Context: an optimization exercise on an open-source flow, tuned for small area, a short achievable clock period and few clock cycles. The choices shown serve that exercise and are no tape-out recipe. Where RTL was checked, it was by simulation tests only, not by an equivalence proof against the original. Only the layout flow was run in runs 1 and 2; the RTL was not checked for function there. Power figures rest on the tool's default switching activity, not on a simulated workload.

==> design/flow/flow/run.sh <==
#!/bin/bash
# Standard ORFS layout with two changes: Yosys's early "abc -fast" is skipped so the
# explicit adder tree in the RTL maps straight onto full-adder cells, and port buffers
# use the smallest buffer.
set -euo pipefail
export SYNTH_ARGS="-noabc"
export BUFFER_PORTS_ARGS="-buffer_cell sky130_fd_sc_hd__buf_1"
bash standard.sh > standard.log 2>&1
==> design/flow/standard.sh <==
#!/bin/bash
# synth_recipe.tcl (not shown) runs the flow's synth.tcl, then flattens the netlist and writes it again
# the make line also repeats each setting of config.mk as NAME=value (left out here)
make -C /OpenROAD-flow-scripts/flow DESIGN_CONFIG=/design/flow/config.mk WORK_HOME=/design/flow/orfs CLKGATE_MAP_FILE= SYNTH_SCRIPT=/design/flow/synth_recipe.tcl "${@:-finish}"
==> design/flow/config.mk <==
export PLATFORM = sky130hd
export DESIGN_NAME = projeto
export DESIGN_NICKNAME = projeto
export VERILOG_FILES = /design/flow/design.v
export SDC_FILE = /design/flow/constraint.sdc
export NUM_CORES = 4
export LEC_CHECK = 0
export CAP_MARGIN = 20
export CORE_MARGIN = 2
export CORE_UTILIZATION = 40
export SLEW_MARGIN = 20
==> design/flow/constraint.sdc <==
create_clock -name core_clock -period 9.5 [get_ports {ck}]
set_input_delay 1.9000 -clock core_clock [delete_from_list [all_inputs] [get_ports {ck}]]
set_output_delay 1.9000 -clock core_clock [all_outputs]
set_load 0.01 [all_outputs]
==> design/flow/design.v <==
module mac(
    input [15:0] m,
    input [15:0] x,
    input [15:0] k,
    output [15:0] ra,
    output [15:0] rb,
    output po
);
    wire pp_0_0 = m[0] & x[0];
    wire pp_0_1 = m[0] & x[1];
    wire pp_0_2 = m[0] & x[2];
    wire pp_0_3 = m[0] & x[3];
    wire pp_0_4 = m[0] & x[4];
    wire pp_0_5 = m[0] & x[5];
    wire pp_0_6 = m[0] & x[6];
    wire pp_0_7 = m[0] & x[7];
    wire pp_0_8 = m[0] & x[8];
    wire pp_0_9 = m[0] & x[9];
    wire pp_0_10 = m[0] & x[10];
    wire pp_0_11 = m[0] & x[11];
    wire pp_0_12 = m[0] & x[12];
    wire pp_0_13 = m[0] & x[13];
    wire pp_0_14 = m[0] & x[14];
    wire pp_0_15 = m[0] & x[15];
    wire pp_1_0 = m[1] & x[0];
    wire pp_1_1 = m[1] & x[1];
    wire pp_1_2 = m[1] & x[2];
    wire pp_1_3 = m[1] & x[3];
    wire pp_1_4 = m[1] & x[4];
    wire pp_1_5 = m[1] & x[5];
    wire pp_1_6 = m[1] & x[6];
    wire pp_1_7 = m[1] & x[7];
    wire pp_1_8 = m[1] & x[8];
    wire pp_1_9 = m[1] & x[9];
    wire pp_1_10 = m[1] & x[10];
    wire pp_1_11 = m[1] & x[11];
    wire pp_1_12 = m[1] & x[12];
    wire pp_1_13 = m[1] & x[13];
    wire pp_1_14 = m[1] & x[14];
    wire pp_2_0 = m[2] & x[0];
    wire pp_2_1 = m[2] & x[1];
    wire pp_2_2 = m[2] & x[2];
    wire pp_2_3 = m[2] & x[3];
    wire pp_2_4 = m[2] & x[4];
    wire pp_2_5 = m[2] & x[5];
    wire pp_2_6 = m[2] & x[6];
    wire pp_2_7 = m[2] & x[7];
    wire pp_2_8 = m[2] & x[8];
    wire pp_2_9 = m[2] & x[9];
    wire pp_2_10 = m[2] & x[10];
    wire pp_2_11 = m[2] & x[11];
    wire pp_2_12 = m[2] & x[12];
    wire pp_2_13 = m[2] & x[13];
    wire pp_3_0 = m[3] & x[0];
    wire pp_3_1 = m[3] & x[1];
    wire pp_3_2 = m[3] & x[2];
    wire pp_3_3 = m[3] & x[3];
    wire pp_3_4 = m[3] & x[4];
    wire pp_3_5 = m[3] & x[5];
    wire pp_3_6 = m[3] & x[6];
    wire pp_3_7 = m[3] & x[7];
    wire pp_3_8 = m[3] & x[8];
    wire pp_3_9 = m[3] & x[9];
    wire pp_3_10 = m[3] & x[10];
    wire pp_3_11 = m[3] & x[11];
    wire pp_3_12 = m[3] & x[12];
    wire pp_4_0 = m[4] & x[0];
    wire pp_4_1 = m[4] & x[1];
    wire pp_4_2 = m[4] & x[2];
    wire pp_4_3 = m[4] & x[3];
    wire pp_4_4 = m[4] & x[4];
    wire pp_4_5 = m[4] & x[5];
    wire pp_4_6 = m[4] & x[6];
    wire pp_4_7 = m[4] & x[7];
    wire pp_4_8 = m[4] & x[8];
    wire pp_4_9 = m[4] & x[9];
    wire pp_4_10 = m[4] & x[10];
    wire pp_4_11 = m[4] & x[11];
    wire pp_5_0 = m[5] & x[0];
    wire pp_5_1 = m[5] & x[1];
    wire pp_5_2 = m[5] & x[2];
    wire pp_5_3 = m[5] & x[3];
    wire pp_5_4 = m[5] & x[4];
    wire pp_5_5 = m[5] & x[5];
    wire pp_5_6 = m[5] & x[6];
    wire pp_5_7 = m[5] & x[7];
    wire pp_5_8 = m[5] & x[8];
    wire pp_5_9 = m[5] & x[9];
    wire pp_5_10 = m[5] & x[10];
    wire pp_6_0 = m[6] & x[0];
    wire pp_6_1 = m[6] & x[1];
    wire pp_6_2 = m[6] & x[2];
    wire pp_6_3 = m[6] & x[3];
    wire pp_6_4 = m[6] & x[4];
    wire pp_6_5 = m[6] & x[5];
    wire pp_6_6 = m[6] & x[6];
    wire pp_6_7 = m[6] & x[7];
    wire pp_6_8 = m[6] & x[8];
    wire pp_6_9 = m[6] & x[9];
    wire pp_7_0 = m[7] & x[0];
    wire pp_7_1 = m[7] & x[1];
    wire pp_7_2 = m[7] & x[2];
    wire pp_7_3 = m[7] & x[3];
    wire pp_7_4 = m[7] & x[4];
    wire pp_7_5 = m[7] & x[5];
    wire pp_7_6 = m[7] & x[6];
    wire pp_7_7 = m[7] & x[7];
    wire pp_7_8 = m[7] & x[8];
    wire pp_8_0 = m[8] & x[0];
    wire pp_8_1 = m[8] & x[1];
    wire pp_8_2 = m[8] & x[2];
    wire pp_8_3 = m[8] & x[3];
    wire pp_8_4 = m[8] & x[4];
    wire pp_8_5 = m[8] & x[5];
    wire pp_8_6 = m[8] & x[6];
    wire pp_8_7 = m[8] & x[7];
    wire pp_9_0 = m[9] & x[0];
    wire pp_9_1 = m[9] & x[1];
    wire pp_9_2 = m[9] & x[2];
    wire pp_9_3 = m[9] & x[3];
    wire pp_9_4 = m[9] & x[4];
    wire pp_9_5 = m[9] & x[5];
    wire pp_9_6 = m[9] & x[6];
    wire pp_10_0 = m[10] & x[0];
    wire pp_10_1 = m[10] & x[1];
    wire pp_10_2 = m[10] & x[2];
    wire pp_10_3 = m[10] & x[3];
    wire pp_10_4 = m[10] & x[4];
    wire pp_10_5 = m[10] & x[5];
    wire pp_11_0 = m[11] & x[0];
    wire pp_11_1 = m[11] & x[1];
    wire pp_11_2 = m[11] & x[2];
    wire pp_11_3 = m[11] & x[3];
    wire pp_11_4 = m[11] & x[4];
    wire pp_12_0 = m[12] & x[0];
    wire pp_12_1 = m[12] & x[1];
    wire pp_12_2 = m[12] & x[2];
    wire pp_12_3 = m[12] & x[3];
    wire pp_13_0 = m[13] & x[0];
    wire pp_13_1 = m[13] & x[1];
    wire pp_13_2 = m[13] & x[2];
    wire pp_14_0 = m[14] & x[0];
    wire pp_14_1 = m[14] & x[1];
    wire pp_15_0 = m[15] & x[0];
    wire s1 = k[1] ^ pp_0_1 ^ pp_1_0;
    wire c2 = (k[1] & pp_0_1) | (k[1] & pp_1_0) | (pp_0_1 & pp_1_0);
    wire s3 = k[2] ^ pp_0_2 ^ pp_1_1;
    wire c4 = (k[2] & pp_0_2) | (k[2] & pp_1_1) | (pp_0_2 & pp_1_1);
    wire s5 = pp_2_0 ^ c2 ^ s3;
    wire c6 = (pp_2_0 & c2) | (pp_2_0 & s3) | (c2 & s3);
    wire s7 = k[3] ^ pp_0_3 ^ pp_1_2;
    wire c8 = (k[3] & pp_0_3) | (k[3] & pp_1_2) | (pp_0_3 & pp_1_2);
    wire s9 = pp_2_1 ^ pp_3_0 ^ c4;
    wire c10 = (pp_2_1 & pp_3_0) | (pp_2_1 & c4) | (pp_3_0 & c4);
    wire s11 = s7 ^ c6 ^ s9;
    wire c12 = (s7 & c6) | (s7 & s9) | (c6 & s9);
    wire s13 = k[4] ^ pp_0_4 ^ pp_1_3;
    wire c14 = (k[4] & pp_0_4) | (k[4] & pp_1_3) | (pp_0_4 & pp_1_3);
    wire s15 = pp_2_2 ^ pp_3_1 ^ pp_4_0;
    wire c16 = (pp_2_2 & pp_3_1) | (pp_2_2 & pp_4_0) | (pp_3_1 & pp_4_0);
    wire s17 = c8 ^ s13 ^ s15;
    wire c18 = (c8 & s13) | (c8 & s15) | (s13 & s15);
    wire s19 = c10 ^ s17 ^ c12;
    wire c20 = (c10 & s17) | (c10 & c12) | (s17 & c12);
    wire s21 = k[5] ^ pp_0_5 ^ pp_1_4;
    wire c22 = (k[5] & pp_0_5) | (k[5] & pp_1_4) | (pp_0_5 & pp_1_4);
    wire s23 = pp_2_3 ^ pp_3_2 ^ pp_4_1;
    wire c24 = (pp_2_3 & pp_3_2) | (pp_2_3 & pp_4_1) | (pp_3_2 & pp_4_1);
    wire s25 = pp_5_0 ^ c14 ^ c16;
    wire c26 = (pp_5_0 & c14) | (pp_5_0 & c16) | (c14 & c16);
    wire s27 = s21 ^ s23 ^ c18;
    wire c28 = (s21 & s23) | (s21 & c18) | (s23 & c18);
    wire s29 = s25 ^ s27 ^ c20;
    wire c30 = (s25 & s27) | (s25 & c20) | (s27 & c20);
    wire s31 = k[6] ^ pp_0_6 ^ pp_1_5;
    wire c32 = (k[6] & pp_0_6) | (k[6] & pp_1_5) | (pp_0_6 & pp_1_5);
    wire s33 = pp_2_4 ^ pp_3_3 ^ pp_4_2;
    wire c34 = (pp_2_4 & pp_3_3) | (pp_2_4 & pp_4_2) | (pp_3_3 & pp_4_2);
    wire s35 = pp_5_1 ^ pp_6_0 ^ c22;
    wire c36 = (pp_5_1 & pp_6_0) | (pp_5_1 & c22) | (pp_6_0 & c22);
    wire s37 = c24 ^ s31 ^ s33;
    wire c38 = (c24 & s31) | (c24 & s33) | (s31 & s33);
    wire s39 = c26 ^ s35 ^ s37;
    wire c40 = (c26 & s35) | (c26 & s37) | (s35 & s37);
    wire s41 = c28 ^ s39;
    wire c42 = c28 & s39;
    wire s43 = k[7] ^ pp_0_7 ^ pp_1_6;
    wire c44 = (k[7] & pp_0_7) | (k[7] & pp_1_6) | (pp_0_7 & pp_1_6);
    wire s45 = pp_2_5 ^ pp_3_4 ^ pp_4_3;
    wire c46 = (pp_2_5 & pp_3_4) | (pp_2_5 & pp_4_3) | (pp_3_4 & pp_4_3);
    wire s47 = pp_5_2 ^ pp_6_1 ^ pp_7_0;
    wire c48 = (pp_5_2 & pp_6_1) | (pp_5_2 & pp_7_0) | (pp_6_1 & pp_7_0);
    wire s49 = c32 ^ c34 ^ s43;
    wire c50 = (c32 & c34) | (c32 & s43) | (c34 & s43);
    wire s51 = s45 ^ s47 ^ c36;
    wire c52 = (s45 & s47) | (s45 & c36) | (s47 & c36);
    wire s53 = c38 ^ s49 ^ s51;
    wire c54 = (c38 & s49) | (c38 & s51) | (s49 & s51);
    wire s55 = c40 ^ c42 ^ s53;
    wire c56 = (c40 & c42) | (c40 & s53) | (c42 & s53);
    wire s57 = k[8] ^ pp_0_8 ^ pp_1_7;
    wire c58 = (k[8] & pp_0_8) | (k[8] & pp_1_7) | (pp_0_8 & pp_1_7);
    wire s59 = pp_2_6 ^ pp_3_5 ^ pp_4_4;
    wire c60 = (pp_2_6 & pp_3_5) | (pp_2_6 & pp_4_4) | (pp_3_5 & pp_4_4);
    wire s61 = pp_5_3 ^ pp_6_2 ^ pp_7_1;
    wire c62 = (pp_5_3 & pp_6_2) | (pp_5_3 & pp_7_1) | (pp_6_2 & pp_7_1);
    wire s63 = pp_8_0 ^ c44 ^ c46;
    wire c64 = (pp_8_0 & c44) | (pp_8_0 & c46) | (c44 & c46);
    wire s65 = c48 ^ s57 ^ s59;
    wire c66 = (c48 & s57) | (c48 & s59) | (s57 & s59);
    wire s67 = s61 ^ c50 ^ s63;
    wire c68 = (s61 & c50) | (s61 & s63) | (c50 & s63);
    wire s69 = s65 ^ c52 ^ s67;
    wire c70 = (s65 & c52) | (s65 & s67) | (c52 & s67);
    wire s71 = c54 ^ s69 ^ c56;
    wire c72 = (c54 & s69) | (c54 & c56) | (s69 & c56);
    wire s73 = k[9] ^ pp_0_9 ^ pp_1_8;
    wire c74 = (k[9] & pp_0_9) | (k[9] & pp_1_8) | (pp_0_9 & pp_1_8);
    wire s75 = pp_2_7 ^ pp_3_6 ^ pp_4_5;
    wire c76 = (pp_2_7 & pp_3_6) | (pp_2_7 & pp_4_5) | (pp_3_6 & pp_4_5);
    wire s77 = pp_5_4 ^ pp_6_3 ^ pp_7_2;
    wire c78 = (pp_5_4 & pp_6_3) | (pp_5_4 & pp_7_2) | (pp_6_3 & pp_7_2);
    wire s79 = pp_8_1 ^ pp_9_0 ^ c58;
    wire c80 = (pp_8_1 & pp_9_0) | (pp_8_1 & c58) | (pp_9_0 & c58);
    wire s81 = c60 ^ c62 ^ s73;
    wire c82 = (c60 & c62) | (c60 & s73) | (c62 & s73);
    wire s83 = s75 ^ s77 ^ c64;
    wire c84 = (s75 & s77) | (s75 & c64) | (s77 & c64);
    wire s85 = c66 ^ s79 ^ s81;
    wire c86 = (c66 & s79) | (c66 & s81) | (s79 & s81);
    wire s87 = c68 ^ s83 ^ s85;
    wire c88 = (c68 & s83) | (c68 & s85) | (s83 & s85);
    wire s89 = c70 ^ s87;
    wire c90 = c70 & s87;
    wire s91 = k[10] ^ pp_0_10 ^ pp_10_0;
    wire c92 = (k[10] & pp_0_10) | (k[10] & pp_10_0) | (pp_0_10 & pp_10_0);
    wire s93 = pp_1_9 ^ pp_2_8 ^ pp_3_7;
    wire c94 = (pp_1_9 & pp_2_8) | (pp_1_9 & pp_3_7) | (pp_2_8 & pp_3_7);
    wire s95 = pp_4_6 ^ pp_5_5 ^ pp_6_4;
    wire c96 = (pp_4_6 & pp_5_5) | (pp_4_6 & pp_6_4) | (pp_5_5 & pp_6_4);
    wire s97 = pp_7_3 ^ pp_8_2 ^ pp_9_1;
    wire c98 = (pp_7_3 & pp_8_2) | (pp_7_3 & pp_9_1) | (pp_8_2 & pp_9_1);
    wire s99 = c74 ^ c76 ^ c78;
    wire c100 = (c74 & c76) | (c74 & c78) | (c76 & c78);
    wire s101 = s91 ^ s93 ^ s95;
    wire c102 = (s91 & s93) | (s91 & s95) | (s93 & s95);
    wire s103 = s97 ^ c80 ^ c82;
    wire c104 = (s97 & c80) | (s97 & c82) | (c80 & c82);
    wire s105 = s99 ^ s101 ^ c84;
    wire c106 = (s99 & s101) | (s99 & c84) | (s101 & c84);
    wire s107 = c86 ^ s103 ^ s105;
    wire c108 = (c86 & s103) | (c86 & s105) | (s103 & s105);
    wire s109 = c88 ^ c90 ^ s107;
    wire c110 = (c88 & c90) | (c88 & s107) | (c90 & s107);
    wire s111 = k[11] ^ pp_0_11 ^ pp_10_1;
    wire c112 = (k[11] & pp_0_11) | (k[11] & pp_10_1) | (pp_0_11 & pp_10_1);
    wire s113 = pp_11_0 ^ pp_1_10 ^ pp_2_9;
    wire c114 = (pp_11_0 & pp_1_10) | (pp_11_0 & pp_2_9) | (pp_1_10 & pp_2_9);
    wire s115 = pp_3_8 ^ pp_4_7 ^ pp_5_6;
    wire c116 = (pp_3_8 & pp_4_7) | (pp_3_8 & pp_5_6) | (pp_4_7 & pp_5_6);
    wire s117 = pp_6_5 ^ pp_7_4 ^ pp_8_3;
    wire c118 = (pp_6_5 & pp_7_4) | (pp_6_5 & pp_8_3) | (pp_7_4 & pp_8_3);
    wire s119 = pp_9_2 ^ c92 ^ c94;
    wire c120 = (pp_9_2 & c92) | (pp_9_2 & c94) | (c92 & c94);
    wire s121 = c96 ^ c98 ^ s111;
    wire c122 = (c96 & c98) | (c96 & s111) | (c98 & s111);
    wire s123 = s113 ^ s115 ^ s117;
    wire c124 = (s113 & s115) | (s113 & s117) | (s115 & s117);
    wire s125 = c100 ^ c102 ^ s119;
    wire c126 = (c100 & c102) | (c100 & s119) | (c102 & s119);
    wire s127 = s121 ^ s123 ^ c104;
    wire c128 = (s121 & s123) | (s121 & c104) | (s123 & c104);
    wire s129 = s125 ^ c106 ^ s127;
    wire c130 = (s125 & c106) | (s125 & s127) | (c106 & s127);
    wire s131 = c108 ^ s129 ^ c110;
    wire c132 = (c108 & s129) | (c108 & c110) | (s129 & c110);
    wire s133 = k[12] ^ pp_0_12 ^ pp_10_2;
    wire c134 = (k[12] & pp_0_12) | (k[12] & pp_10_2) | (pp_0_12 & pp_10_2);
    wire s135 = pp_11_1 ^ pp_12_0 ^ pp_1_11;
    wire c136 = (pp_11_1 & pp_12_0) | (pp_11_1 & pp_1_11) | (pp_12_0 & pp_1_11);
    wire s137 = pp_2_10 ^ pp_3_9 ^ pp_4_8;
    wire c138 = (pp_2_10 & pp_3_9) | (pp_2_10 & pp_4_8) | (pp_3_9 & pp_4_8);
    wire s139 = pp_5_7 ^ pp_6_6 ^ pp_7_5;
    wire c140 = (pp_5_7 & pp_6_6) | (pp_5_7 & pp_7_5) | (pp_6_6 & pp_7_5);
    wire s141 = pp_8_4 ^ pp_9_3 ^ c112;
    wire c142 = (pp_8_4 & pp_9_3) | (pp_8_4 & c112) | (pp_9_3 & c112);
    wire s143 = c114 ^ c116 ^ c118;
    wire c144 = (c114 & c116) | (c114 & c118) | (c116 & c118);
    wire s145 = s133 ^ s135 ^ s137;
    wire c146 = (s133 & s135) | (s133 & s137) | (s135 & s137);
    wire s147 = s139 ^ c120 ^ c122;
    wire c148 = (s139 & c120) | (s139 & c122) | (c120 & c122);
    wire s149 = c124 ^ s141 ^ s143;
    wire c150 = (c124 & s141) | (c124 & s143) | (s141 & s143);
    wire s151 = s145 ^ c126 ^ s147;
    wire c152 = (s145 & c126) | (s145 & s147) | (c126 & s147);
    wire s153 = s149 ^ c128 ^ s151;
    wire c154 = (s149 & c128) | (s149 & s151) | (c128 & s151);
    wire s155 = c130 ^ s153;
    wire c156 = c130 & s153;
    wire s157 = k[13] ^ pp_0_13 ^ pp_10_3;
    wire c158 = (k[13] & pp_0_13) | (k[13] & pp_10_3) | (pp_0_13 & pp_10_3);
    wire s159 = pp_11_2 ^ pp_12_1 ^ pp_13_0;
    wire c160 = (pp_11_2 & pp_12_1) | (pp_11_2 & pp_13_0) | (pp_12_1 & pp_13_0);
    wire s161 = pp_1_12 ^ pp_2_11 ^ pp_3_10;
    wire c162 = (pp_1_12 & pp_2_11) | (pp_1_12 & pp_3_10) | (pp_2_11 & pp_3_10);
    wire s163 = pp_4_9 ^ pp_5_8 ^ pp_6_7;
    wire c164 = (pp_4_9 & pp_5_8) | (pp_4_9 & pp_6_7) | (pp_5_8 & pp_6_7);
    wire s165 = pp_7_6 ^ pp_8_5 ^ pp_9_4;
    wire c166 = (pp_7_6 & pp_8_5) | (pp_7_6 & pp_9_4) | (pp_8_5 & pp_9_4);
    wire s167 = c134 ^ c136 ^ c138;
    wire c168 = (c134 & c136) | (c134 & c138) | (c136 & c138);
    wire s169 = c140 ^ s157 ^ s159;
    wire c170 = (c140 & s157) | (c140 & s159) | (s157 & s159);
    wire s171 = s161 ^ s163 ^ s165;
    wire c172 = (s161 & s163) | (s161 & s165) | (s163 & s165);
    wire s173 = c142 ^ c144 ^ c146;
    wire c174 = (c142 & c144) | (c142 & c146) | (c144 & c146);
    wire s175 = s167 ^ s169 ^ s171;
    wire c176 = (s167 & s169) | (s167 & s171) | (s169 & s171);
    wire s177 = c148 ^ c150 ^ s173;
    wire c178 = (c148 & c150) | (c148 & s173) | (c150 & s173);
    wire s179 = s175 ^ c152 ^ s177;
    wire c180 = (s175 & c152) | (s175 & s177) | (c152 & s177);
    wire s181 = c154 ^ s179 ^ c156;
    wire c182 = (c154 & s179) | (c154 & c156) | (s179 & c156);
    wire s183 = k[14] ^ pp_0_14 ^ pp_10_4;
    wire c184 = (k[14] & pp_0_14) | (k[14] & pp_10_4) | (pp_0_14 & pp_10_4);
    wire s185 = pp_11_3 ^ pp_12_2 ^ pp_13_1;
    wire c186 = (pp_11_3 & pp_12_2) | (pp_11_3 & pp_13_1) | (pp_12_2 & pp_13_1);
    wire s187 = pp_14_0 ^ pp_1_13 ^ pp_2_12;
    wire c188 = (pp_14_0 & pp_1_13) | (pp_14_0 & pp_2_12) | (pp_1_13 & pp_2_12);
    wire s189 = pp_3_11 ^ pp_4_10 ^ pp_5_9;
    wire c190 = (pp_3_11 & pp_4_10) | (pp_3_11 & pp_5_9) | (pp_4_10 & pp_5_9);
    wire s191 = pp_6_8 ^ pp_7_7 ^ pp_8_6;
    wire c192 = (pp_6_8 & pp_7_7) | (pp_6_8 & pp_8_6) | (pp_7_7 & pp_8_6);
    wire s193 = pp_9_5 ^ c158 ^ c160;
    wire c194 = (pp_9_5 & c158) | (pp_9_5 & c160) | (c158 & c160);
    wire s195 = c162 ^ c164 ^ c166;
    wire c196 = (c162 & c164) | (c162 & c166) | (c164 & c166);
    wire s197 = s183 ^ s185 ^ s187;
    wire c198 = (s183 & s185) | (s183 & s187) | (s185 & s187);
    wire s199 = s189 ^ s191 ^ c168;
    wire c200 = (s189 & s191) | (s189 & c168) | (s191 & c168);
    wire s201 = c170 ^ c172 ^ s193;
    wire c202 = (c170 & c172) | (c170 & s193) | (c172 & s193);
    wire s203 = s195 ^ s197 ^ c174;
    wire c204 = (s195 & s197) | (s195 & c174) | (s197 & c174);
    wire s205 = s199 ^ c176 ^ s201;
    wire c206 = (s199 & c176) | (s199 & s201) | (c176 & s201);
    wire s207 = c178 ^ s203 ^ s205;
    wire c208 = (c178 & s203) | (c178 & s205) | (s203 & s205);
    wire s209 = c180 ^ s207;
    wire c210 = c180 & s207;
    wire s211 = k[15] ^ pp_0_15 ^ pp_10_5;
    wire c212 = (k[15] & pp_0_15) | (k[15] & pp_10_5) | (pp_0_15 & pp_10_5);
    wire s213 = pp_11_4 ^ pp_12_3 ^ pp_13_2;
    wire c214 = (pp_11_4 & pp_12_3) | (pp_11_4 & pp_13_2) | (pp_12_3 & pp_13_2);
    wire s215 = pp_14_1 ^ pp_15_0 ^ pp_1_14;
    wire c216 = (pp_14_1 & pp_15_0) | (pp_14_1 & pp_1_14) | (pp_15_0 & pp_1_14);
    wire s217 = pp_2_13 ^ pp_3_12 ^ pp_4_11;
    wire c218 = (pp_2_13 & pp_3_12) | (pp_2_13 & pp_4_11) | (pp_3_12 & pp_4_11);
    wire s219 = pp_5_10 ^ pp_6_9 ^ pp_7_8;
    wire c220 = (pp_5_10 & pp_6_9) | (pp_5_10 & pp_7_8) | (pp_6_9 & pp_7_8);
    wire s221 = pp_8_7 ^ pp_9_6 ^ c184;
    wire c222 = (pp_8_7 & pp_9_6) | (pp_8_7 & c184) | (pp_9_6 & c184);
    wire s223 = c186 ^ c188 ^ c190;
    wire c224 = (c186 & c188) | (c186 & c190) | (c188 & c190);
    wire s225 = c192 ^ s211 ^ s213;
    wire c226 = (c192 & s211) | (c192 & s213) | (s211 & s213);
    wire s227 = s215 ^ s217 ^ s219;
    wire c228 = (s215 & s217) | (s215 & s219) | (s217 & s219);
    wire s229 = c194 ^ c196 ^ c198;
    wire c230 = (c194 & c196) | (c194 & c198) | (c196 & c198);
    wire s231 = s221 ^ s223 ^ s225;
    wire c232 = (s221 & s223) | (s221 & s225) | (s223 & s225);
    wire s233 = s227 ^ c200 ^ c202;
    wire c234 = (s227 & c200) | (s227 & c202) | (c200 & c202);
    wire s235 = s229 ^ s231 ^ c204;
    wire c236 = (s229 & s231) | (s229 & c204) | (s231 & c204);
    wire s237 = c206 ^ s233 ^ s235;
    wire c238 = (c206 & s233) | (c206 & s235) | (s233 & s235);
    wire s239 = c208 ^ c210 ^ s237;
    wire c240 = (c208 & c210) | (c208 & s237) | (c210 & s237);
    assign ra = {s239, s209, s181, s155, s131, s109, s89, s71, s55, s41, s29, s19, s11, s5, s1, k[0]};
    assign rb = {1'b0, c182, 1'b0, c132, 1'b0, 1'b0, c72, 1'b0, 1'b0, c30, 1'b0, 1'b0, 1'b0, 1'b0, 1'b0, pp_0_0};
    wire hi = (m[1] & (|x[15:15])) | (m[2] & (|x[15:14])) | (m[3] & (|x[15:13])) | (m[4] & (|x[15:12])) | (m[5] & (|x[15:11])) | (m[6] & (|x[15:10])) | (m[7] & (|x[15:9])) | (m[8] & (|x[15:8])) | (m[9] & (|x[15:7])) | (m[10] & (|x[15:6])) | (m[11] & (|x[15:5])) | (m[12] & (|x[15:4])) | (m[13] & (|x[15:3])) | (m[14] & (|x[15:2])) | (m[15] & (|x[15:1]));
    assign po = hi | c212 | c214 | c216 | c218 | c220 | c222 | c224 | c226 | c228 | c230 | c232 | c234 | c236 | c238 | c240;
endmodule
module projeto(
    input ck,
    input inicio,
    input rst,
    input [15:0] X,
    input [15:0] A,
    input [15:0] B,
    input [15:0] C,
    output pronto,
    output overflow,
    output [15:0] resultado
);
    reg busy, pr, ov;
    reg [15:0] qa, qb;
    wire [16:0] v = qa + qb;
    wire [15:0] m = busy ? v[15:0] : A;
    wire [15:0] k = busy ? C : B;
    wire [15:0] ra, rb;
    wire po;
    mac u(.m(m), .x(X), .k(k), .ra(ra), .rb(rb), .po(po));
    always @(posedge ck) begin
        qa <= ra;
        qb <= rb;
        ov <= po | (busy & (ov | v[16]));
        if (rst) begin
            busy <= 1'b0;
            pr   <= 1'b0;
        end else begin
            busy <= ~busy & inicio;
            pr   <= busy;
        end
    end
    assign pronto = pr;
    assign resultado = v[15:0];
    assign overflow = ov | v[16];
endmodule
==> notes.md, run 1 <==
Status: complete, no violations
Setup TNS after final layout: 0 ns
Crit Path Class: in -> reg
Via Count: 3,843
CP startpoint: A[6]
Dpl hpwl: 11,500 um
Post-Synthesis Cells: 484
Drt first-iter violations: 194
IO buf count: 84
Final min period: 6.98 ns
Clock share of power: 5.4%
Crit-path max FO: 11
Worst-Skew Late Latency: 0.26 ns
Post-CTS Setup Bufs: 0
Total GRT Usage: 21.9%
Overflow left after global routing: 0
Ys Warns: 1
Min-delay src: ov$_DFF_P_
Combinational power share: 82.8%
Leakage: 2.21 nW
Power per Cell Area: 330 mW/mm^2
Drt first pass iters: 4
Largest area contributor in the netlist: fa_1
TritonCTS clock tree: done
HP Class: reg -> reg
Die Span Y: 118 um
Sw frac: 50.4%
P_sw: 942 uW
Synth top area cells: fa_1, nor2b_1, dfxtp_1
TritonCTS Buffers: 3
Die Wd: 118 um
Post-CTS sizing: 0
Worst Skew: 0.00360 ns
Initial Utilization: 41.0%
H-tree levels: 1
CP Data Arrival Time: 7.12 ns
Netlist Area Pre-Place: 0.00518 mm^2
#FFs+latches synth: 24
Post-route ant nets: 0
First-pass GRT wire length: 23,500 um
Post-synth top flop: dfxtp_1
RR Startpoint: busy$_SDFF_PP0_
Final Total Pwr: 1.87 mW
Core area: 0.0126 mm^2
CTS Sinks: 24
Vias per Instance: 5.37
Sequential fraction of the synthesis area: 9.28%
Fillers: 1,254
Die area: 0.0139 mm^2
RD Place Congestion: 0.892
Worst-Margin Slew: 1.05 ns
Clk slew on worst S/H paths: 0.06 ns
Peak VDD IR: 0.000191 V
Final Util: 44.8%
Max-cap violation count: 0
Internal power: 926 uW
Vias in the first global route: 4,341
WL final: 14,500 um
Setup violations, final: 0
Root buffer cell: clkbuf_16
Most frequent cells in the layout: fa_1, nor2b_1, buf_1
Hold buffer count at cts: 0
Setup crit end kind: register
NumNets Final: 738
Initial antenna violation count: 0
Synthesized net count: 677
Core Rows: 41
Slew Viols, Final: 0
Tcrit/Tclk final: 73.5%
Share of the synthesized area in the top cell type: 44.9%
Ant. Diodes: 0
Clock Path Buffers: 2
# DRC: 0
Area growth syn-to-layout: 9.28%
Synthesized area per cell: 10.7 um^2
Share of cells above drive strength 1: 9.56%
Largest net degree at the start of global routing: 53
Max_slew headroom: 30.0%
Number of synthesized flops with an enable pin: 0
CP Launch Type: input port
RSZ-0062 raised after global routing: false
Fmax: 143 MHz
I/O pins: 85
Most common cell after layout, fill and taps aside: fa_1
Cell variety after synth: 63
Routed len/inst: 20.3 um
Register share of total power: 11.8%
WP data required: 9.64 ns
Ys async rst share: 0%
Final hold vios: 0
==> critical path: stages <==
cell and delay, ns:
buf_1 0.11, nor2_1 0.05, a31oi_1 0.79, and2_1 0.28, fa_1 0.43, fa_1 0.43, fa_1 0.50, fa_1 0.52
fa_1 0.49, ha_1 0.22, fa_1 0.39, nor4_1 0.18, nand2_1 0.13, nor4_2 0.26, nand4_1 0.14, a211oi_2 0.21
nand4_1 0.10
==> routing by layer <==
layer	part of all wire [%]	global-route usage (%)	wire (um)
met4	2.2	6.02	320
met1	42	29.6	6140
met5	0	0	0
met2	50	37.5	7260
met3	5.4	2.13	776
==> power by group through the flow <==
| stage | Clock (mW) | Combinational, mW | Sequential [mW] |
|---|---|---|---|
| floorplan | 0 | 1.14 | 0.211 |
| global placement | 0 | 1.52 | 0.220 |
| detailed placement | 0 | 1.54 | 0.222 |
| CTS | 0.103 | 1.55 | 0.220 |
| global route | 0.106 | 1.74 | 0.226 |
| finish | 0.101 | 1.55 | 0.220 |
==> Yosys cell counts (7+ instances only) <==
cell,count
clkbuf_1,14
fa_1,116
nor2_1,31
mux2i_1,7
inv_1,7
and2_1,33
dfxtp_1,24
buf_4,16
nor2b_1,89
nand2_1,12
buf_2,7
mux2_2,16
ha_1,10
==> registers in the layout, indices dropped and copies added, names as in the netlist <==
register and flops:
qb 5, busy 1, qa 16, ov 1, pr 1
==> logic make-up (layout without fill, tap and decap cells) <==
| logic type | Yosys count | after routing | synth area share (%) |
|---|---|---|---|
| adder cells (fa/ha/maj) | 126 | 126 | 47.3 |
| XOR/XNOR | 10 | 10 | 1.69 |
| AND/OR/NAND/NOR | 209 | 209 | 24.2 |
| buffers and inverters | 45 | 105 | 4.59 |
| flip-flops | 24 | 24 | 9.28 |
| AO/OA/AOI/OAI | 45 | 45 | 7.42 |
| multiplexers | 25 | 25 | 5.54 |
==> path summary, 6_finish.rpt <==
| check | endpoint | slack, ns | cells after the start |
|---|---|---|---|
| worst max-delay path | ov$_DFF_P_ | 2.52 | 17 |
| worst min-delay path | ov$_DFF_P_ | 0.82 | 5 |
| worst max register to register | ov$_DFF_P_ | 2.83 | 17 |
| worst min register to register | ov$_DFF_P_ | 0.82 | 5 |
==> cell type report <==
type,instances,area [um^2],share of cell area (%)
multi-input combinational,415,4460,78.8
sequential,24,482,8.52
timing repair buffer,93,383,6.77
tap,172,215,3.80
clock buffer,4,88.8,1.57
inverter,8,30.0,0.531
==> metrics by stage <==
stage | instance area, um^2 | hold slack, ns | setup slack (ns) | std cells
after floorplan | 5180 | 0.657 | 2.79 | 484
after global placement | 5570 | 0.780 | 2.35 | 712
after detailed placement | 5570 | 0.787 | 2.11 | 712
after CTS | 5660 | 0.805 | 2.40 | 716
after global routing | 5660 | 0.881 | 2.16 | 716
final | 5660 | 0.821 | 2.52 | 716
==> inputs of run 2 (changes only) <==
--- a/design/flow/design.v
+++ b/design/flow/design.v
@@ -6,3 +6,4 @@
     output [15:0] rb,
-    output po
+    output po,
+    output [2:0] pl
 );
@@ -387,3 +388,4 @@
     wire hi = (m[1] & (|x[15:15])) | (m[2] & (|x[15:14])) | (m[3] & (|x[15:13])) | (m[4] & (|x[15:12])) | (m[5] & (|x[15:11])) | (m[6] & (|x[15:10])) | (m[7] & (|x[15:9])) | (m[8] & (|x[15:8])) | (m[9] & (|x[15:7])) | (m[10] & (|x[15:6])) | (m[11] & (|x[15:5])) | (m[12] & (|x[15:4])) | (m[13] & (|x[15:3])) | (m[14] & (|x[15:2])) | (m[15] & (|x[15:1]));
-    assign po = hi | c212 | c214 | c216 | c218 | c220 | c222 | c224 | c226 | c228 | c230 | c232 | c234 | c236 | c238 | c240;
+    assign po = hi | c212 | c214 | c216 | c218 | c220 | c222 | c224 | c226 | c228 | c230 | c232 | c234;
+    assign pl = {c236, c238, c240};
 endmodule
@@ -403,2 +405,3 @@
     reg [15:0] qa, qb;
+    reg [2:0] ql;        
     wire [16:0] v = qa + qb;
@@ -408,3 +411,4 @@
     wire po;
-    mac u(.m(m), .x(X), .k(k), .ra(ra), .rb(rb), .po(po));
+    wire [2:0] pl;
+    mac u(.m(m), .x(X), .k(k), .ra(ra), .rb(rb), .po(po), .pl(pl));
     always @(posedge ck) begin
@@ -412,3 +416,4 @@
         qb <= rb;
-        ov <= po | (busy & (ov | v[16]));
+        ql <= pl;
+        ov <= po | (busy & (ov | v[16] | (|ql)));
         if (rst) begin
@@ -423,3 +428,3 @@
     assign resultado = v[15:0];
-    assign overflow = ov | v[16];
+    assign overflow = ov | v[16] | (|ql);
 endmodule
==> run 2 against run 1 <==
  * Routed wire length up 3.1%
  * Sequential share of layout area up 1.2 points
  * Critical endpoint unchanged
  * Design area down 1.4%
  * Flip-flop and latch count up 3
  * Sequential power up 11%
  * Worst setup slack better by 0.56 ns
  * Clock skew down 0.0012 ns
  * Global-route usage up 1.3 points
  * Clock power about the same
  * Still clean
  * Core utilization down 0.28 points
==> notes.md, run 2 <==
Crit Path Class: in -> reg
Synth top area cells: fa_1, dfxtp_1, nor2b_1
Cell variety after synth: 59 (-6.3%)
# DRC: 0 (unchanged)
Max-cap violation count: 0 (unchanged)
WP data required: 9.63 ns (about the same)
Leakage: 2.19 nW (-0.95%)
Root buffer cell: clkbuf_16
Most common cell after layout, fill and taps aside: fa_1
Die Wd: 117 um (-0.68%)
Main combinational cell family by area after synthesis: adder cells
Crit-path max FO: 11 (unchanged)
Ys Warns: 1 (unchanged)
WL final: 15,000 um (+3.1%)
Core Rows: 41 (unchanged)
Post-synth top flop: dfxtp_1
Met1 wire length: 6290 um (+2.5%)
Ant. Diodes: 0 (unchanged)
CP Launch Type: input port
Post-route ant nets: 0 (unchanged)
Clock Path Buffers: 2 (unchanged)
Fmax: 156 MHz (+8.8%)
Post-CTS Setup Bufs: 0 (unchanged)
Top Layer Used: met4
Post-Synthesis Cells: 482 (-0.41%)
Synthesized net count: 675 (-0.30%)
NumNets Final: 736 (-0.27%)
Power per Cell Area: 321 mW/mm^2 (-2.8%)
Mux contribution to synthesized area: 5.32% (-0.22 points)
Final hold vios: 0 (unchanged)
Synthesized area per cell: 10.6 um^2 (-0.99%)
Die area: 0.0137 mm^2 (-1.4%)
Vias in the first global route: 4,162 (-4.1%)
Dpl hpwl: 11,500 um (-0.36%)
RSZ-0062 raised after global routing: false
Overflow left after global routing: 0 (unchanged)
Worst Skew: 0.00243 ns (-0.00117 ns)
Ys async rst share: 0% (unchanged)
DR WL met3: 892 um (+15%)
Routed len/inst: 20.9 um (+3.4%)
Netlist Area Pre-Place: 0.00510 mm^2 (-1.4%)
CTS Sinks: 27 (+13%)
Worst-Margin Slew: 1.09 ns (+0.0476 ns)
Drt first-iter violations: 207 (+6.7%)
Min-delay src: qb[0]$_DFF_P_
Share of the synthesized area in the top cell type: 45.5% (+0.64 points)
Post-Synth Adder-Cell Area: 48.0% (+0.67 points)
RR Startpoint: qa[0]$_DFF_P_
Hold buffer count at cts: 0 (unchanged)
CP startpoint: A[6]
Core area: 0.0125 mm^2 (-0.81%)
Area growth syn-to-layout: 9.24% (about the same)
Regs by FF count: qa: 16 flops, qb: 5 flops, ql: 3 flops
H-tree levels: 1 (unchanged)
Setup violations, final: 0 (unchanged)
Setup crit end kind: register
I/O pins: 85 (unchanged)
Tcrit/Tclk final: 67.6% (-5.9 points)
Via Count: 3,818 (-0.65%)
Largest register FFs: 16 (unchanged)
XOR/XNOR Fraction of Synth Area: 2.23% (+0.54 points)
RD Place Congestion: 0.907 (+1.7%)
TritonCTS Buffers: 3 (unchanged)
Most common cell in the netlist: fa_1
DP Cell Count: 709 (-0.42%)
IO buf count: 84 (unchanged)
Sequential fraction of the synthesis area: 10.6% (+1.3 points)
First-pass GRT wire length: 23,300 um (-1.0%)
Non-filler cells in the finished layout: 714 (-0.28%)
Largest register by flop count: qa
Status: complete, no violations
Routed wl met2: 7380 um (+1.5%)
Slew Viols, Final: 0 (unchanged)
Peak VDD IR: 0.000202 V (+5.8%)
Reg2reg setup slack: 3.50 ns (+0.67 ns)
Worst-Skew Late Latency: 0.26 ns (about the same)
Clk slew on worst S/H paths: 0.07 ns (about the same)
Initial antenna violation count: 0 (unchanged)
TritonCTS clock tree: done
Die Span Y: 117 um (-0.68%)
Total GRT Usage: 23.1% (+1.3 points)
Final Total Pwr: 1.79 mW (-4.2%)
Most frequent cells in the layout: fa_1, nor2b_1, buf_1
Number of synthesized flops with an enable pin: 0 (unchanged)
Largest net degree at the start of global routing: 32 (-40%)
#FFs+latches synth: 27 (+13%)
Vias per Instance: 5.35 (-0.37%)
Synthesized-area fraction occupied by and/or/nand/nor cells: 22.3% (-1.9 points)
Largest area contributor in the netlist: fa_1
Max_slew headroom: 27.1% (-2.8 points)
Top cells by count, synth: fa_1, nor2b_1, nor2_1
Drt first pass iters: 5 (+1)
HP Class: reg -> reg
Complex-gate fraction of the synthesized area: 7.06% (-0.36 points)
Final min period: 6.42 ns (-0.563 ns)
Initial Utilization: 40.8% (-0.24 points)
Share of cells above drive strength 1: 8.49% (-1.1 points)
Setup TNS after final layout: 0 ns (unchanged)
Post-CTS sizing: 0 (unchanged)
CP Data Arrival Time: 6.55 ns (-0.57 ns)
[run 2: cell count changes in the layout (fill, tap and decap cells not counted), moves of 4 or more]
cell / before / now
and2_2: 0 / 5
nor2b_1: 89 / 85
nor2_1: 31 / 35
o21ai_1: 1 / 5
a21oi_1: 6 / 11
and2_1: 33 / 26
[run 2: logic make-up (layout without fill, tap and decap cells)]
| kind of cell | after synthesis | in the layout |
|---|---|---|
| AND/OR/NAND/NOR | 197 | 197 |
| adder cells (fa/ha/maj) | 126 | 126 |
| AO/OA/AOI/OAI | 49 | 49 |
| buffers and inverters | 45 | 105 |
| flip-flops | 27 | 27 |
| multiplexers | 25 | 25 |
| XOR/XNOR | 13 | 13 |
[run 2: per-layer routing]
metal	vias up	global-route usage (%)
met1	1937	31.6
met4	0	6.04
li1	1692	-
met5	-	0
met3	27	2.68
met2	162	39.4
[run 2: worst paths after layout]
path / to / cells past startpoint
max: ov$_DFF_P_ / 16
min: qb[0]$_DFF_P_ / 4
max reg2reg: ov$_DFF_P_ / 19
min reg2reg: qb[0]$_DFF_P_ / 4
[run 2: area by class of cell]
cell class                 count  area [um^2]
multi-input combinational    410         4330
timing repair buffer          92          375
fill                        1258         6940
clock buffer                   4         78.8
inverter                       9         33.8
sequential                    27          542
tap                          172          215
[run 2: where the power goes]
part           leakage [nW]  switching [mW]  internal [mW]  total [mW]
Clock                0.0382          0.0404         0.0575      0.0979
Sequential            0.227          0.0418          0.202       0.244
Combinational          1.92           0.803          0.644        1.45
[run 2: critical path, stage by stage]
cell,delay [ns]
buf_1,0.07
nor2b_1,0.12
a31o_2,0.24
nor2_1,0.72
nor2b_1,0.17
fa_1,0.54
fa_1,0.43
fa_1,0.46
fa_1,0.41
nor4_1,0.17
nand2_1,0.10
a311oi_1,0.23
o211ai_1,0.13
or4_4,0.43
a2111oi_2,0.28
nand4_1,0.13
[run 2: metrics by stage]
stage               cell area [um^2]  setup WS (ns)  util, %  hold WS (ns)
CTS                             5570           3.08     44.5         0.903
finish                          5580           3.08     44.5         0.890
global route                    5580           2.77     44.5         0.936
global placement                5490           2.93     43.9         0.869
detailed placement              5490           2.81     43.9         0.890
floorplan                       5100           3.61        -         0.505
==> inputs of run 3 (changes only) <==
--- a/design/flow/design.v
+++ b/design/flow/design.v
@@ -6,4 +6,5 @@
     output [15:0] rb,
+    output hi,
     output po,
-    output [2:0] pl
+    output [3:0] pl
 );
@@ -387,5 +388,5 @@
     assign rb = {1'b0, c182, 1'b0, c132, 1'b0, 1'b0, c72, 1'b0, 1'b0, c30, 1'b0, 1'b0, 1'b0, 1'b0, 1'b0, pp_0_0};
-    wire hi = (m[1] & (|x[15:15])) | (m[2] & (|x[15:14])) | (m[3] & (|x[15:13])) | (m[4] & (|x[15:12])) | (m[5] & (|x[15:11])) | (m[6] & (|x[15:10])) | (m[7] & (|x[15:9])) | (m[8] & (|x[15:8])) | (m[9] & (|x[15:7])) | (m[10] & (|x[15:6])) | (m[11] & (|x[15:5])) | (m[12] & (|x[15:4])) | (m[13] & (|x[15:3])) | (m[14] & (|x[15:2])) | (m[15] & (|x[15:1]));
-    assign po = hi | c212 | c214 | c216 | c218 | c220 | c222 | c224 | c226 | c228 | c230 | c232 | c234;
-    assign pl = {c236, c238, c240};
+    assign hi = (m[1] & (|x[15:15])) | (m[2] & (|x[15:14])) | (m[3] & (|x[15:13])) | (m[4] & (|x[15:12])) | (m[5] & (|x[15:11])) | (m[6] & (|x[15:10])) | (m[7] & (|x[15:9])) | (m[8] & (|x[15:8])) | (m[9] & (|x[15:7])) | (m[10] & (|x[15:6])) | (m[11] & (|x[15:5])) | (m[12] & (|x[15:4])) | (m[13] & (|x[15:3])) | (m[14] & (|x[15:2])) | (m[15] & (|x[15:1]));
+    assign po = c212 | c214 | c216 | c218 | c220 | c222 | c224 | c226 | c228;
+    assign pl = {c230 | c232, c234 | c236, c238, c240};
 endmodule
@@ -403,6 +404,7 @@
 );
-    reg busy, pr, ov;
+    reg busy, pr, ov, qh;
     reg [15:0] qa, qb;
-    reg [2:0] ql;        
+    reg [3:0] ql;
     wire [16:0] v = qa + qb;
+    wire vo = ov | qh | (|ql) | v[16];
     wire [15:0] m = busy ? v[15:0] : A;
@@ -410,5 +412,5 @@
     wire [15:0] ra, rb;
-    wire po;
-    wire [2:0] pl;
-    mac u(.m(m), .x(X), .k(k), .ra(ra), .rb(rb), .po(po), .pl(pl));
+    wire [3:0] pl;
+    wire hi, po;
+    mac u(.m(m), .x(X), .k(k), .ra(ra), .rb(rb), .hi(hi), .po(po), .pl(pl));
     always @(posedge ck) begin
@@ -416,4 +418,5 @@
         qb <= rb;
+        qh <= hi;
         ql <= pl;
-        ov <= po | (busy & (ov | v[16] | (|ql)));
+        ov <= po | (busy & vo);
         if (rst) begin
@@ -428,3 +431,3 @@
     assign resultado = v[15:0];
-    assign overflow = ov | v[16] | (|ql);
+    assign overflow = vo;
 endmodule
==> run 3 against run 2 <==
  * Area after synthesis hardly changed
  * Flip-flop and latch count grew 2
  * Synthesized cell count fell by 1.0%
  * Critical path type unchanged
  * Critical endpoint is now qa[15]$_DFF_P_
  * Final cell count fell by 0.28%
  * First-iteration DRC count rose by 39%
  * Clock skew rose by 0.0020 ns
  * Clock power is 91% higher
  * Largest power group unchanged
  * Critical path depth fell by 4
  * Still clean on timing, DRC and antenna
  * Largest cell class unchanged
  * Worst hold slack got worse by 0.31 ns
  * Sequential power is 8% higher
==> notes.md, run 3 <==
CP dominant cell by count: fa_1
Drt first-iter violations: 288 (+39%)
Drt first pass iters: 4 (-1)
Largest register by flop count: qa
WL final: 14,100 um (-5.5%)
Internal power: 1.01 mW (+12%)
Synth top area cells: fa_1, nor2b_1, dfxtp_1
Register share of total power: 13.8% (+0.2 points)
Largest area contributor in the netlist: fa_1
Max_slew headroom: 45.6% (+19 points)
Setup violations, final: 0 (unchanged)
RD Place Congestion: 0.854 (-5.8%)
Crit-path cells: buf_1 > inv_1 > o221ai_1 > a211oi_2 > nor2b_1 > fa_1 > fa_1 > fa_1 > fa_1 > fa_1 > fa_1 > fa_1
CP Launch Type: input port
Area growth syn-to-layout: 11.3%
TritonCTS Buffers: 5 (+2)
IO buf count: 84 (unchanged)
Placed instance area: 0.00551 mm^2 (+0.30%)
I/O pins: 85 (unchanged)
Vias in the first global route: 4,078 (-2.0%)
Regs by FF count: qa: 16 flops, qb: 5 flops, ql: 4 flops
Post-route ant nets: 0 (unchanged)
Delay of the slowest critical-path stage: 0.62 ns (-0.10 ns)
Post-CTS sizing: 0 (unchanged)
CP startpoint: A[10]
CTS Sinks: 29 (+7.4%)
Worst-Margin Slew: 0.815 ns (-0.278 ns)
Tcrit/Tclk final: 63.4% (-4.2 points)
Top cells by count, synth: fa_1, nor2b_1, and2_1
Root buffer cell: clkbuf_16
Most common cell after layout, fill and taps aside: fa_1
Most common cell in the netlist: fa_1
Power per Cell Area: 335 mW/mm^2 (+4.6%)
P_sw: 895 uW (+1.1%)
Core Rows: 41 (unchanged)
Share of the synthesized area in the top cell type: 45.5% (about the same)
HP Class: reg -> reg
Via Count: 3,763 (-1.4%)
Clock share of power: 9.8% (+4.3 points)
Worst Skew: 0.00438 ns (+0.00196 ns)
Status: complete, no violations
H-tree levels: 2 (+1)
Post-CTS Setup Bufs: 0 (unchanged)
Final Total Pwr: 1.90 mW (+6.5%)
CP Data Arrival Time: 6.18 ns (-0.37 ns)
Clock Path Buffers: 2 (unchanged)
Die area: 0.0137 mm^2 (about the same)
Core area: 0.0125 mm^2 (unchanged)
Fmax: 166 MHz (+6.6%)
Die Wd: 117 um (about the same)
Total GRT Usage: 22.5% (-0.64 points)
Die Span Y: 117 um (about the same)
Post-Synthesis Cells: 477 (-1.0%)
Peak VDD IR: 0.000254 V (+26%)
Worst hold margin: 0.577 ns (-0.313 ns)
Share of cells above drive strength 1: 8.52% (+0.031 points)
Sw frac: 47.0% (-2.5 points)
Ys Warns: 1 (unchanged)
Post-synth top flop: dfxtp_1
Vias per Instance: 5.29 (-1.2%)
Setup WS post-layout: 3.48 ns (+0.398 ns)
TritonCTS clock tree: done
Crit Path Class: in -> reg
Routed len/inst: 19.9 um (-5.2%)
Setup crit end kind: register
Ant. Diodes: 0 (unchanged)
Number of synthesized flops with an enable pin: 0 (unchanged)
Most frequent cells in the layout: fa_1, nor2b_1, buf_1
# DRC: 0 (unchanged)
Synthesized net count: 670 (-0.74%)
Max-cap violation count: 0 (unchanged)
Combinational power share: 76.4% (-4.5 points)
Worst-Skew Late Latency: 0.28 ns (+0.02 ns)
Dpl hpwl: 11,000 um (-4.3%)
Min-delay src: ov$_DFF_P_
Initial Utilization: 40.7% (about the same)
Final hold vios: 0 (unchanged)
Sequential fraction of the synthesis area: 11.4% (+0.79 points)
Final instance area: 0.00568 mm^2 (+1.8%)
Crit-path max FO: 7 (-4)
Slew Viols, Final: 0 (unchanged)
Setup TNS after final layout: 0 ns (unchanged)
Largest net degree at the start of global routing: 28 (-13%)
Setup Slack @ Placement: 3.19 ns (+0.382 ns)
Final min period: 6.02 ns (-0.398 ns)
Synthesized area per cell: 10.7 um^2 (+0.97%)
Ys async rst share: 0% (unchanged)
#FFs+latches synth: 29 (+7.4%)
Clk slew on worst S/H paths: 0.05 ns (-0.02 ns)
First-pass GRT wire length: 22,500 um (-3.6%)
Cell variety after synth: 47 (-20%)
WP data required: 9.66 ns (+0.03 ns)
Overflow left after global routing: 0 (unchanged)
Largest register FFs: 16 (unchanged)
RR Startpoint: qb[0]$_DFF_P_
Netlist Area Pre-Place: 0.00510 mm^2 (about the same)
Leakage: 2.26 nW (+3.2%)
Slowest CP cell: a211oi_2
RSZ-0062 raised after global routing: false
NumNets Final: 732 (-0.54%)
Initial antenna violation count: 0 (unchanged)
Hold buffer count at cts: 0 (unchanged)
## run 3: power by group through the flow
stage	registers [mW]	clock network, mW	logic, mW
CTS	0.262	0.190	1.49
global placement	0.264	0	1.43
global route	0.268	0.195	1.70
finish	0.263	0.187	1.46
detailed placement	0.263	0	1.47
floorplan	0.240	0	1.11
## run 3: final cells by class
type | count | area [um^2]
fill | 1230 | 6840
multi-input combinational | 401 | 4280
sequential | 29 | 582
timing repair buffer | 95 | 398
tap | 172 | 215
clock buffer | 7 | 143
clock inverter | 1 | 30.0
inverter | 7 | 26.3
## run 3: worst max-delay path: cells and delay by family
family                     cells  cell delay, ns
and+or+nand+nor                1            0.16
adders and majority gates      7            3.23
AOI/OAI and AO/OA              2            0.75
buffers and inverters          2            0.13
## run 3: final timing paths
path | endpoint | slack [ns] | cells after the start
hold reg to reg | ov$_DFF_P_ | 0.58 | 4
setup reg to reg | qa[15]$_DFF_P_ | 3.67 | 14
setup / recovery | qa[15]$_DFF_P_ | 3.48 | 12
hold / removal | ov$_DFF_P_ | 0.58 | 4
## run 3: cells by family (layout without fill, tap and decap cells)
group,count (synthesis),count (layout),share of synthesized area (%)
adders and majority gates,126,126,48.0
muxes,27,27,5.79
AOI/OAI and AO/OA,42,42,5.42
and+or+nand+nor,195,195,22.8
DFF,29,29,11.4
xor gates and xnor gates,11,11,1.89
buffers and inverters,47,110,4.71
## run 3: per-stage QoR
stage,utilization (%),cells
final,45.4,712
after global routing,45.4,712
after CTS,45.4,712
after detailed placement,44.0,704
after global placement,43.9,704
after floorplan,-,477
## run 3: per-layer routing
metal | share of wire (%) | vias up | track usage, %
met5 | 0 | - | 0
met1 | 41 | 1962 | 30.0
met3 | 6.2 | 14 | 3.71
met4 | 1.2 | 0 | 4.24
met2 | 51 | 124 | 39.2
li1 | - | 1663 | -
Testbench counts of run 3, summed over its fixed seeds: cycles 4,800.
==> inputs of run 4 (changes only) <==
--- a/design/flow/config.mk
+++ b/design/flow/config.mk
@@ -10,2 +10,3 @@
 export CORE_UTILIZATION = 40
+export SETUP_SLACK_MARGIN = 4.2
 export SLEW_MARGIN = 20
==> run 4 against run 3 <==
  * Global-route usage up 0.77 points
  * Routed wire length rose by 5.9%
  * Core utilization rose by 4.2 points
  * Design area up 9.2%
  * Non-clock buffer count increased by 21
  * Combinational power up about 10%
  * Register-to-register slack better by 0.50 ns
  * Flip-flop and latch count is the same
  * Clock skew grew 0.0011 ns
  * Area after synthesis is the same
  * Critical path depth is 1 higher
  * Clock power down 17%
  * Largest power group unchanged
==> notes.md, run 4 <==
Cell variety after synth: 47 (unchanged)
Dpl hpwl: 11,200 um (+1.5%)
Setup TNS after final layout: 0 ns (unchanged)
RSZ-0062 raised after global routing: true
DR WL met3: 696 um (-21%)
Crit-path cells: buf_8 > inv_8 > o221ai_4 > a211oi_4 > buf_12 > nor2b_4 > fa_2 > fa_2 > fa_1 > fa_1 > fa_1 > ha_2 > fa_1
WP data required: 9.66 ns (about the same)
Die Span Y: 117 um (unchanged)
Met1 wire length: 5970 um (+2.3%)
Sequential fraction of the synthesis area: 11.4% (unchanged)
TritonCTS Buffers: 5 (unchanged)
Total GRT Usage: 23.3% (+0.77 points)
Power per Cell Area: 327 mW/mm^2 (-2.5%)
Routed wl met2: 7960 um (+9.6%)
Slowest CP cell: fa_1
Clock Path Buffers: 2 (unchanged)
Tcrit/Tclk final: 57.8% (-5.6 points)
TritonCTS clock tree: done
I/O pins: 85 (unchanged)
WL final: 15,000 um (+5.9%)
Area growth syn-to-layout: 21.5%
Largest area contributor in the netlist: fa_1
Drt first-iter violations: 228 (-21%)
NumNets Final: 753 (+2.9%)
Min-delay src: ov$_DFF_P_
Fillers: 1,151 (-6.4%)
Post-Synthesis Cells: 477 (unchanged)
Regs by FF count: qa: 16 flops, qb: 5 flops, ql: 4 flops
Ant. Diodes: 0 (unchanged)
Initial Utilization: 40.7% (unchanged)
Synth top area cells: fa_1, nor2b_1, dfxtp_1
Setup crit end kind: register
Core area: 0.0125 mm^2 (unchanged)
Post-synth top flop: dfxtp_1
H-tree levels: 2 (unchanged)
Crit-path max FO: 7 (unchanged)
Status: complete, no violations
Share of the synthesized area in the top cell type: 45.5% (unchanged)
Peak VDD IR: 0.000195 V (-23%)
Vias per Instance: 5.25 (-0.67%)
Vias in the first global route: 4,372 (+7.2%)
#FFs+latches synth: 29 (unchanged)
Netlist Area Pre-Place: 0.00510 mm^2 (unchanged)
Root buffer cell: clkbuf_16
CP delay by family, top: adder cells
Synthesized net count: 670 (unchanged)
Final hold vios: 0 (unchanged)
Top cells by count, synth: fa_1, nor2b_1, and2_1
RD Place Congestion: 0.857 (+0.27%)
Number of synthesized flops with an enable pin: 0 (unchanged)
Worst Skew: 0.00549 ns (+0.00111 ns)
Largest register FFs: 16 (unchanged)
Initial antenna violation count: 0 (unchanged)
Largest net degree at the start of global routing: 47 (+68%)
Max_slew headroom: 48.7% (+3.1 points)
Ys async rst share: 0% (unchanged)
Routed len/inst: 20.4 um (+2.9%)
Most common cell after layout, fill and taps aside: fa_1
Slew Viols, Final: 0 (unchanged)
Final min period: 5.49 ns (-0.534 ns)
DP Cell Count: 695 (-1.3%)
CTS Sinks: 29 (unchanged)
Worst-Skew Late Latency: 0.28 ns (about the same)
Synthesized area per cell: 10.7 um^2 (unchanged)
Most common cell in the netlist: fa_1
HP Class: reg -> reg
Most frequent cells in the layout: fa_1, nor2b_1, buf_1
CP startpoint: A[10]
Worst-Margin Slew: 0.769 ns (-0.0461 ns)
Fmax: 182 MHz (+9.7%)
First-pass GRT wire length: 23,400 um (+4.3%)
Setup violations, final: 0 (unchanged)
Via Count: 3,848 (+2.3%)
Non-filler cells in the finished layout: 733 (+2.9%)
Reg area: 582 um^2 (unchanged)
IO buf count: 84 (unchanged)
Leakage: 2.41 nW (+7.0%)
RR Startpoint: qa[0]$_DFF_P_
Die area: 0.0137 mm^2 (unchanged)
Largest register by flop count: qa
Core Rows: 41 (unchanged)
Share of cells above drive strength 1: 23.5% (+15 points)
Ys Warns: 1 (unchanged)
Worst path bufs/invs: 3 (+1)
Hold Path Depth: 4 (unchanged)
CP Data Arrival Time: 5.65 ns (-0.53 ns)
Clk slew on worst S/H paths: 0.06 ns (about the same)
Post-route ant nets: 0 (unchanged)
Max-cap violation count: 0 (unchanged)
Critical Path Stages: 13 (+1)
Crit Path Class: in -> reg
Drt first pass iters: 6 (+2)
# DRC: 0 (unchanged)
CP dominant cell by count: fa_1
Worst-case reg-to-reg path depth: 14 (unchanged)
Overflow left after global routing: 0 (unchanged)
Multi-input combinational cell area: 0.00456 mm^2 (+6.3%)
Die Wd: 117 um (unchanged)
CP Launch Type: input port
Delay of the slowest critical-path stage: 0.57 ns (-0.05 ns)
Top Layer Used: met4
Final Util: 49.5% (+4.2 points)
run 4: cell counts after synthesis:
Identical to the previous run, type by type.
run 4: path summary, 6_finish.rpt:
check / to / slack (ns)
setup / recovery: qa[15]$_DFF_P_ / 4.01
hold reg to reg: ov$_DFF_P_ / 0.58
hold / removal: ov$_DFF_P_ / 0.58
setup reg to reg: qa[15]$_DFF_P_ / 4.17
run 4: metrics by stage:
step | cell area (um^2) | total power [mW] | setup slack [ns] | hold slack [ns]
global route | 6200 | 2.24 | 3.94 | 0.631
finish | 6200 | 2.03 | 4.01 | 0.580
floorplan | 5300 | 1.40 | 3.90 | 0.584
global placement | 5580 | 1.73 | 3.29 | 0.576
CTS | 6180 | 2.03 | 4.02 | 0.590
detailed placement | 5580 | 1.78 | 3.18 | 0.577
run 4: where the power goes:
part	internal (mW)	switching, mW	leakage (nW)
registers	0.215	0.0462	0.244
clock network	0.0959	0.0597	0.0696
logic	0.754	0.857	2.10
run 4: layout make-up:
class	count	share of cell area, %
clock buffer	5	2.02
timing repair buffer	116	10.8
clock inverter	3	0.283
sequential	29	9.39
tap	172	3.47
multi-input combinational	401	73.5
inverter	7	0.545
run 4: cell families after synthesis:
logic type	Yosys count	synth area share, %
AOI/OAI and AO/OA	42	5.42
xor gates and xnor gates	11	1.89
adders and majority gates	126	48.0
buffers and inverters	47	4.71
DFF	29	11.4
muxes	27	5.79
and+or+nand+nor	195	22.8
run 4: what timing repair did:
item / 4_1_cts / 5_1_grt
gates resized for setup: 40 / 9
hold buffers: 0 / 0
endpoints found under the setup margin: 12 / 7
buffers inserted: 30 / 0
pin swaps: 24 / 4
run 4: worst reg2reg max path, cell delays in order (launching register included):
cell and delay [ns]:
dfxtp_1 0.31, ha_1 0.21, ha_1 0.31, and2_2 0.27, a21boi_0 0.12, or3_1 0.43
a31oi_4 0.29, and2_1 0.26, fa_1 0.45, fa_2 0.39, fa_2 0.41, fa_2 0.34
fa_1 0.46, fa_1 0.55, fa_1 0.41
run 4: layer usage:
metal / track usage [%] / vias to the layer above
li1: - / 1699
met4: 7.53 / 0
met2: 41.8 / 115
met5: 0 / -
met3: 3.40 / 29
met1: 28.9 / 2005
==> inputs of run 5 (changes only) <==
--- a/design/flow/config.mk
+++ b/design/flow/config.mk
@@ -9,4 +9,4 @@
 export CORE_MARGIN = 2
-export CORE_UTILIZATION = 40
-export SETUP_SLACK_MARGIN = 4.2
+export CORE_UTILIZATION = 60
+export SETUP_SLACK_MARGIN = 3.8
 export SLEW_MARGIN = 20
==> run 5 against run 4 <==
  * Critical path type unchanged
  * Largest power group unchanged
  * Combinational power is 11% lower
  * Non-clock buffer count is 15 lower
  * Sequential share of layout area is 0.90 points higher
==> notes.md, run 5 <==
Status: complete, no violations
Peak VDD IR: 0.000352 V (+80%)
HP Class: reg -> reg
Placed instance area: 0.00544 mm^2 (-2.6%)
#FFs+latches synth: 29 (unchanged)
Synthesized area per cell: 10.7 um^2 (unchanged)
Hold endpoint: ov$_DFF_P_
Number of synthesized flops with an enable pin: 0 (unchanged)
Ys Warns: 1 (unchanged)
CP Data Arrival Time: 5.77 ns (+0.12 ns)
WP data required: 9.67 ns (about the same)
Share of the synthesized area in the top cell type: 45.5% (unchanged)
CTS Sinks: 29 (unchanged)
First-pass GRT wire length: 21,500 um (-8.1%)
Sequential fraction of the synthesis area: 11.4% (unchanged)
Overflow left after global routing: 0 (unchanged)
Vias per Instance: 5.88 (+12%)
Die Wd: 96.2 um (-18%)
H-tree levels: 2 (unchanged)
Post-route ant nets: 0 (unchanged)
Drt first pass iters: 4 (-2)
Routed len/inst: 21.2 um (+3.6%)
TritonCTS clock tree: done
Setup crit end kind: register
Post-Synthesis Cells: 477 (unchanged)
Max_slew headroom: 52.7% (+3.9 points)
Area growth syn-to-layout: 10.9%
Core Rows: 33 (-20%)
Setup violations, final: 0 (unchanged)
Core area: 0.00822 mm^2 (-34%)
Initial Utilization: 62.1% (+21 points)
Crit Reg-Reg Endpoint: qa[15]$_DFF_P_
Ys async rst share: 0% (unchanged)
Largest area contributor in the netlist: fa_1
Final instance area: 0.00565 mm^2 (-8.8%)
Share of cells above drive strength 1: 12.5% (-11 points)
Final hold vios: 0 (unchanged)
Synth top area cells: fa_1, nor2b_1, dfxtp_1
Cell variety after synth: 47 (unchanged)
Crit Path Class: in -> reg
Slowest CP cell: buf_1
Netlist Area Pre-Place: 0.00510 mm^2 (unchanged)
Leakage: 2.27 nW (-5.8%)
# DRC: 0 (unchanged)
Hold Path Depth: 4 (unchanged)
Final min period: 5.60 ns (+0.109 ns)
Fmax: 179 MHz (-2.0%)
Min-delay src: ov$_DFF_P_
Max-cap violation count: 0 (unchanged)
Final Util: 68.8% (+19 points)
TritonCTS Buffers: 5 (unchanged)
Via Count: 3,831 (-0.44%)
Root buffer cell: clkbuf_8
Clock Path Buffers: 2 (unchanged)
Post-synth top flop: dfxtp_1
Initial antenna violation count: 0 (unchanged)
Largest net degree at the start of global routing: 26 (-45%)
Largest register FFs: 16 (unchanged)
WL final: 13,800 um (-8.0%)
Tcrit/Tclk final: 58.9% (+1.2 points)
Top cells by count, synth: fa_1, nor2b_1, and2_1
Synthesized net count: 670 (unchanged)
Largest register by flop count: qa
Ant. Diodes: 0 (unchanged)
Setup TNS after final layout: 0 ns (unchanged)
RR Startpoint: qa[0]$_DFF_P_
CP Launch Type: input port
Hold buffer count at cts: 0 (unchanged)
Clk slew on worst S/H paths: 0.07 ns (about the same)
CP dominant cell by count: fa_1
Die Span Y: 96.2 um (-18%)
IO buf count: 84 (unchanged)
Die area: 0.00925 mm^2 (-32%)
Total GRT Usage: 32.4% (+9.1 points)
Crit-path max FO: 11 (+4)
Worst-Margin Slew: 0.710 ns (-0.0590 ns)
Worst Skew: 0.00345 ns (-0.00204 ns)
Worst-Skew Late Latency: 0.29 ns (about the same)
Most frequent cells in the layout: fa_1, nor2b_1, buf_1
NumNets Final: 738 (-2.0%)
Crit-path cells: buf_1 > nor2b_1 > fa_1 > fa_1 > fa_1 > fa_1 > fa_1 > ha_1 > fa_1
Regs by FF count: qa: 16 flops, qb: 5 flops, ql: 4 flops
Reg2reg setup slack: 4.07 ns (-0.10 ns)
RSZ-0062 raised after global routing: false
Drt first-iter violations: 251 (+10%)
Dpl hpwl: 10,300 um (-7.6%)
RD Place Congestion: 0.880 (+2.8%)
Power per Cell Area: 319 mW/mm^2 (-2.5%)
Slew Viols, Final: 0 (unchanged)
Most common cell in the netlist: fa_1
Most common cell after layout, fill and taps aside: fa_1
I/O pins: 85 (unchanged)
Worst-case reg-to-reg path depth: 14 (unchanged)
Delay of the slowest critical-path stage: 0.53 ns (-0.04 ns)
Vias in the first global route: 3,970 (-9.2%)
Final Total Pwr: 1.80 mW (-11%)
[run 5: cell counts after synthesis]
No cell type changed its count.
[run 5: where the power goes]
part           internal (mW)  switching (mW)
clock network         0.0504          0.0519
logic                  0.659           0.781
registers              0.215          0.0466
[run 5: worst max path at each step]
stage                     startpoint        endpoint  slack [ns]  cells past startpoint
after floorplan                A[10]  qa[15]$_DFF_P_        3.79                     11
after global placement          A[6]  qa[15]$_DFF_P_        3.16                     12
after detailed placement        A[3]  qa[15]$_DFF_P_        3.14                     10
after CTS                       X[2]  qa[15]$_DFF_P_        3.82                      9
after global routing            X[6]  qa[15]$_DFF_P_        3.80                      9
final                           X[6]  qa[15]$_DFF_P_        3.90                      9
[run 5: metrics by stage]
step | hold WS [ns] | std cells | setup WS, ns
floorplan | 0.584 | 477 | 3.79
global placement | 0.571 | 636 | 3.16
detailed placement | 0.576 | 636 | 3.14
CTS | 0.592 | 649 | 3.82
global route | 0.642 | 651 | 3.80
finish | 0.595 | 651 | 3.90
[run 5: kinds of logic (layout without fill, tap and decap cells)]
logic type,count (synthesis),count (layout),synth area share (%)
AO/OA/AOI/OAI,42,42,5.42
XOR/XNOR,11,11,1.89
adder cells (fa/ha/maj),126,126,48.0
buffers and inverters,47,116,4.71
flip-flops,29,29,11.4
multiplexers,27,27,5.79
AND/OR/NAND/NOR,195,195,22.8
[run 5: layer usage]
layer  vias up  track usage [%]  wire (um)
met4         0             8.21        347
met2       167             55.3       7090
met5         -                0          0
met3        29             5.95        998
met1      1962             42.7       5340
li1       1673                -          -
[run 5: what timing repair did]
item                       CTS  global route
setup endpoints to repair    6             4
resized for setup            5             9
pin swaps                    1             2
buffers inserted             5             2
[run 5: final cells by class]
cell class	count	area [um^2]
multi-input combinational	401	4360
inverter	7	26.3
sequential	29	582
timing repair buffer	101	473
tap	105	131
clock inverter	3	17.5
clock buffer	5	68.8
fill	668	2560
[run 5: worst max-delay path, delay by kind of cell]
family | cells | cell delay (ns)
buffers and inverters | 1 | 0.53
and+or+nand+nor | 1 | 0.24
adders and majority gates | 7 | 3.09

Re-timed with assumed drivers on the ports (clkbuf_16 on the clock, buf_2 on other inputs), run 5 has 3.902 ns of setup slack against 3.904 ns with ideal ports, and 3.587 ns once port delays also move by the mid clock arrival of 0.315 ns.
